Context: an optimization exercise on an open-source flow, tuned for small area and a short achievable clock period. The choices shown serve that exercise and are no tape-out recipe. Only simulation tests tie the RTL to the original design; equivalence was not proved. No activity file was given, so power comes from the tool's default toggle rates.

### flow/run.sh
#!/bin/bash
# synth_recipe.tcl (not shown) runs the flow's synth.tcl, then flattens the netlist and writes it again
# the make line also repeats each setting of config.mk as NAME=value (left out here)
make -C /OpenROAD-flow-scripts/flow DESIGN_CONFIG=/design/flow/config.mk WORK_HOME=/design/flow/orfs CLKGATE_MAP_FILE= SYNTH_SCRIPT=/design/flow/synth_recipe.tcl finish
### flow/config.mk
export PLATFORM = sky130hd
export DESIGN_NAME = ALU_Pipeline
export DESIGN_NICKNAME = ALU_Pipeline
export VERILOG_FILES = /design/flow/design.v
export SDC_FILE = /design/flow/constraint.sdc
export NUM_CORES = 4
export LEC_CHECK = 0
export CAP_MARGIN = 20
export CORE_MARGIN = 2
export CORE_UTILIZATION = 40
export SLEW_MARGIN = 20
### flow/constraint.sdc
create_clock -name core_clock -period 7.0 [get_ports {clk}]
set_input_delay 1.4000 -clock core_clock [delete_from_list [all_inputs] [get_ports {clk}]]
set_output_delay 1.4000 -clock core_clock [all_outputs]
set_load 0.01 [all_outputs]
### flow/design.v
module ALU (
  input  logic [31:0] A, B,
  input  logic [3:0] ALUOp,
  output logic [31:0] Result,
  output logic Zero, Carry, Overflow, Negative
);
  logic [32:0] tmp;
  always_comb begin
    tmp = 33'd0;
    Carry = 0;
    Overflow = 0;
    case (ALUOp)
      4'b0000: begin  
        tmp = A + B;
        Result = tmp[31:0];
        Carry = tmp[32];
        Overflow = (~A[31] & ~B[31] & Result[31]) | (A[31] & B[31] & ~Result[31]);
      end
      4'b0001: begin  
        tmp = A - B;
        Result = tmp[31:0];
        Carry = tmp[32];
        Overflow = (A[31] & ~B[31] & ~Result[31]) | (~A[31] & B[31] & Result[31]);
      end
      4'b0010: Result = A & B;
      4'b0011: Result = A | B;
      4'b0100: Result = A ^ B;
      4'b0101: Result = ~A;
      4'b0110: Result = ~B;
      4'b0111: Result = A << B[4:0];
      4'b1000: Result = A >> B[4:0];
      4'b1001: Result = $signed(A) >>> B[4:0];
      default: Result = 32'd0;
    endcase
    Zero = (Result == 0);
    Negative = Result[31];
  end
endmodule
module ALUControl(
  input  logic [6:0] funct7,
  input  logic [2:0] funct3,
  input  logic [6:0] opcode,
  output logic [3:0] ALUOp
);
  always_comb begin
    case (opcode)
      7'b0110011: begin  
        case ({funct7, funct3})
          10'b0000000_000: ALUOp = 4'b0000;  
          10'b0100000_000: ALUOp = 4'b0001;  
          10'b0000000_111: ALUOp = 4'b0010;  
          10'b0000000_110: ALUOp = 4'b0011;  
          10'b0000000_100: ALUOp = 4'b0100;  
          10'b0000000_001: ALUOp = 4'b0111;  
          10'b0000000_101: ALUOp = 4'b1000;  
          10'b0100000_101: ALUOp = 4'b1001;  
          default: ALUOp = 4'b1111;
        endcase
      end
      default: ALUOp = 4'b1111;
    endcase
  end
endmodule
module InstructionDecoder(
  input  logic [31:0] instruction,
  output logic [6:0]  opcode,
  output logic [4:0]  rd,
  output logic [2:0]  funct3,
  output logic [4:0]  rs1,
  output logic [4:0]  rs2,
  output logic [6:0]  funct7
);
  assign opcode = instruction[6:0];
  assign rd     = instruction[11:7];
  assign funct3 = instruction[14:12];
  assign rs1    = instruction[19:15];
  assign rs2    = instruction[24:20];
  assign funct7 = instruction[31:25];
endmodule
module ALU_Pipeline(
  input  logic clk, rst,
  input  logic [31:0] A_in, B_in,
  input  logic [31:0] instr_in,
  output logic [31:0] Result_out,
  output logic Zero_out, Carry_out, Overflow_out, Negative_out
);
  logic [31:0] A_reg, B_reg;
  logic [3:0]  ALUOp;
  logic [31:0] instr_reg;
  logic [6:0] opcode, funct7;
  logic [4:0] rd, rs1, rs2;
  logic [2:0] funct3;
  logic [31:0] Result_comb;
  logic Zero_comb, Carry_comb, Overflow_comb, Negative_comb;
  always_ff @(posedge clk or posedge rst) begin
    if (rst) begin
      A_reg <= 0;
      B_reg <= 0;
      instr_reg <= 0;
    end else begin
      A_reg <= A_in;
      B_reg <= B_in;
      instr_reg <= instr_in;
    end
  end
  InstructionDecoder decoder (
    .instruction(instr_reg),
    .opcode(opcode),
    .rd(rd),
    .funct3(funct3),
    .rs1(rs1),
    .rs2(rs2),
    .funct7(funct7)
  );
  ALUControl control (
    .opcode(opcode),
    .funct3(funct3),
    .funct7(funct7),
    .ALUOp(ALUOp)
  );
  ALU alu_inst (
    .A(A_reg),
    .B(B_reg),
    .ALUOp(ALUOp),
    .Result(Result_comb),
    .Zero(Zero_comb),
    .Carry(Carry_comb),
    .Overflow(Overflow_comb),
    .Negative(Negative_comb)
  );
  always_ff @(posedge clk or posedge rst) begin
    if (rst) begin
      Result_out <= 0;
      Zero_out <= 0;
      Carry_out <= 0;
      Overflow_out <= 0;
      Negative_out <= 0;
    end else begin
      Result_out <= Result_comb;
      Zero_out <= Zero_comb;
      Carry_out <= Carry_comb;
      Overflow_out <= Overflow_comb;
      Negative_out <= Negative_comb;
    end
  end
endmodule
==> metrics.json <==
{
  "clock_network": {
    "post_cts_resized": 0,
    "tritoncts_num_sinks": 116,
    "clock_insertion_delay_worst_skew_ns": 0.48,
    "cts_post_setup_buffers_inserted": 0,
    "h-tree-depth": 4,
    "clock_tree.root_cell": "clkbuf_16",
    "worst_setup_hold_path_clk_slew_ns": 0.08,
    "clk_path_buf_depth": 2,
    "hold_buf_count_cts": 0,
    "cts_tree": "yes",
    "cts_made_buffers": 17
  },
  "logic_synthesis": {
    "synth-edff-count": 0,
    "netlist.top_cell.by_area": "dfrtp_1",
    "postSynth.asyncResetShare_pct": 100.0,
    "synth_seq_area_share_pct": 21.57,
    "synth.cells.most_frequent": "nand2_1 (158), nor2_1 (141), a21oi_1 (125)",
    "area_of_the_mapped_netlist_um2": 13460,
    "yosysMostFrequentCell": "nand2_1",
    "postSynthRegisterBits": 116,
    "yosys_warns": 3,
    "netlist_top_cells_area": "dfrtp_1 (22%), ha_1 (9.1%), mux4_2 (8.0%), a21oi_1 (4.6%), nand2_1 (4.4%)",
    "yosysUniqueCellTypes": 94,
    "count_of_mapped_cells_out_of_synthesis": 1627,
    "share_of_yosys_cell_area_claimed_by_the_top_area_cell_type_pct": 21.57,
    "syn_nets": 1825,
    "synth_top_flop_cell": "dfrtp_1",
    "syn_avg_cell_area_um2": 8.272
  },
  "drt": {
    "iteration_0_drc_count_of_the_detailed_router": 2173,
    "routed_via_density": 6.698,
    "met1_length_mm": 26.44,
    "antenna_violating_nets_post_route": 0,
    "routed_wl_met2_mm": 26.77,
    "wl_met3_mm": 5.862,
    "first_pass_iters": 6,
    "top_routing_layer_in_use": "met4",
    "detail_route.wirelength_mm": 61.54,
    "detailroute.via_count": 14240,
    "post_dr_wirelength_cell_um": 28.95,
    "drc_errors": 0
  },
  "global_routing": {
    "global_route.overflow_total": 0,
    "grt_start_max_net_pins": 71,
    "global_route.usage.total_pct": 34.90,
    "antenna_found_initial": 0,
    "first_global_vias": 13600,
    "wire_length_of_the_first_global_routing_pass_mm": 90.96
  },
  "worst_setup_path": {
    "crit-reg2reg-capture": "Zero_out",
    "critPathLaunch": "B_reg[0]",
    "timing.reg2reg.worst_path_depth": 14,
    "crit-reg2reg-launch": "B_reg[0]",
    "required_ns": 7.36,
    "worst-endpoint-arrival_ns": 6.21,
    "critical_path_class": "reg -> reg",
    "r2r_slack_ns": 1.15,
    "timing.critical_path.to_type": "flop",
    "critical_path.max_fanout": 22,
    "critPathLaunchType": "flop"
  },
  "timing": {
    "max_slew_margin_pct": 24.82,
    "timing_worst_slew_pin_value_ns": 1.114,
    "tns_setup_ns": 0,
    "fin_skew_ns": 0.02506,
    "final_hold_viol_count": 0,
    "fmax_mhz": 171.1,
    "finalWorstPathRequiredPeriod_ns": 5.846,
    "timing_max_transition_violations_final": 0,
    "setup_repair_after_global_routing_missed_its_margin": "false",
    "fin_crit_share_pct": 83.51,
    "setup_viol": 0
  },
  "power_and_ir_drop": {
    "power.net_switching_w": 0.0009867,
    "design_power_total_w": 0.002681,
    "power_report.internal_total_w": 0.001694,
    "combinationalPowerShare_pct": 32.9,
    "power.density_nw_per_um2": 172.9,
    "vdd_ir_drop_max_mv": 0.1897,
    "p_clk_share_pct": 38.2,
    "relative_contribution_of_sequential_cells_to_total_power_pct": 28.9,
    "power_leakage_nw": 6.470,
    "switching_share_pct": 36.81
  },
  "hold_path": {
    "worst_hold_path.endpoint": "Overflow_out",
    "holdCritStartpoint": "B_reg[31]",
    "holdCritPathClass": "reg -> reg",
    "hold-path-cell-count": 3
  },
  "layout": {
    "design.final.nets": 1863,
    "num_antenna_cells": 0,
    "drive_gt1_share_pct": 11.03,
    "final-instance-count-excl-fill": 2126,
    "finish.utilization_pct": 46.47,
    "area_growth_pct": 15.19
  },
  "floorplan": {
    "row_count": 67,
    "io_pins": 134,
    "die_area_um2": 35130,
    "die_width_um": 187.4,
    "initial_utilization_pct": 40.34,
    "core_region_area_um2": 33360,
    "die_y_um": 187.4
  },
  "status": {
    "result_of_the_run": "finished clean"
  },
  "place": {
    "portBuffers": 118,
    "place_inst": 2094,
    "routabilityCongestion": 1.021,
    "post-dp-hpwl_mm": 46.86
  },
  "run": {
    "max-cap-violations": 0
  }
}
-- worst max-delay path by stage --
stage | endpoint | slack [ns] | cells after the start
after floorplan | Zero_out | 1.63 | 17
after detailed placement | Zero_out | 1.29 | 14
after CTS | Zero_out | 1.24 | 14
after global routing | Zero_out | 0.77 | 14
after global placement | Zero_out | 1.33 | 14
final | Zero_out | 1.15 | 14
-- cell families (layout without fill, tap and decap cells) --
family | count (synthesis) | count (layout) | synth area share, %
AO/OA/AOI/OAI | 522 | 522 | 26.79
XOR/XNOR | 13 | 13 | 0.8460
adder cells (fa/ha/maj) | 100 | 100 | 9.408
buffers and inverters | 235 | 286 | 7.697
flip-flops | 116 | 116 | 21.57
multiplexers | 145 | 145 | 16.50
AND/OR/NAND/NOR | 496 | 496 | 17.19
-- critical path, cell delays in order (launching register included) --
cell	delay, ns
dfrtp_2	0.74
inv_1	0.45
ha_1	0.37
nand2_1	0.09
o21ai_0	0.23
a222oi_1	0.63
o2111ai_1	0.17
a2111oi_0	0.43
o21ai_0	0.27
nor4_1	0.31
nand4bb_1	0.19
or4_1	0.62
or4_1	0.57
or4_1	0.51
nor4_2	0.15
-- stage by stage --
step                hold WS, ns  worst slack (ns)  cell area [um2]
finish                   0.7774             1.154            15500
global route             0.8091            0.7690            15500
CTS                      0.7787             1.244            15500
detailed placement       0.7449             1.287            14840
global placement         0.7479             1.328            14840
floorplan                0.6883             1.627            13460
-- area by class of cell --
cell class	count	area (um2)
Inverter	99	374.1
Clock inverter	14	224.0
Sequential cell	116	2914
Clock buffer	18	439.2
Timing Repair Buffer	155	1471
Fill cell	3367	17860
Tap cell	448	560.5
Multi-Input combinational cell	1276	9520
-- per-layer routing --
layer  up-vias  GRT usage, %
li1       6181             -
met1      7021         48.97
met2       891         52.22
met3       146         7.355
met4         0         14.29
met5         -             0
-- placed cells by master (no fill, tap or decap), types with 14 or more instances in the layout --
cell             instances
nand2_1                158
nor2_1                 141
a21oi_1                125
clkdlybuf4s50_1        118
dfrtp_1                111
ha_1                    98
inv_1                   96
o21ai_0                 89
mux2i_1                 55
mux4_2                  48
nor3_1                  41
nand3_1                 37
buf_4                   36
mux2_2                  34
o22ai_1                 22
a22oi_1                 21
a21o_1                  21
a31oi_1                 19
o211ai_1                18
nor4_1                  17
a221o_1                 17
o2111ai_1               17
clkbuf_16               17
o221ai_1                15
and3_1                  14
and2_1                  14
o31ai_1                 14
a221oi_1                14
-- power groups by stage --
stage / Sequential, W / Combinational (W) / Clock (W)
global placement: 0.000782 / 0.000845 / 0
CTS: 0.000771 / 0.000853 / 0.00104
detailed placement: 0.000783 / 0.000848 / 0
finish: 0.000774 / 0.000883 / 0.00102
floorplan: 0.000745 / 0.000575 / 0
global route: 0.000779 / 0.000938 / 0.00106

## port drivers added, routing unchanged
No port has a modelled driver above. Below, the same layout with a new extraction and two added sets of constraints. Step 1 sets driving cells, clkbuf_16 on the clock port and buf_2 on the other inputs (assumed; they add their load-dependent delay and slew). Step 2 moves the port delays by t, midway between the first and last clock arrival at a register: inputs arrive t later, outputs are due t later. That takes back most of the time a late clock gives input paths. a / b / c = no drivers / after step 1 / after step 2; a / b = the first two.
shift t [ns]: 0.520
setup slack, ns: 1.154 / 1.154 / 1.154
hold slack, ns: 0.777 / 0.777 / 0.777
worst register clock-pin slew, ns: 0.08 / 0.08
cell pins on the clock port's net: 1
After both steps this run still meets setup and hold. The setup slack of this run moves by 0.000 ns with the drivers and by 0.000 ns with both steps.
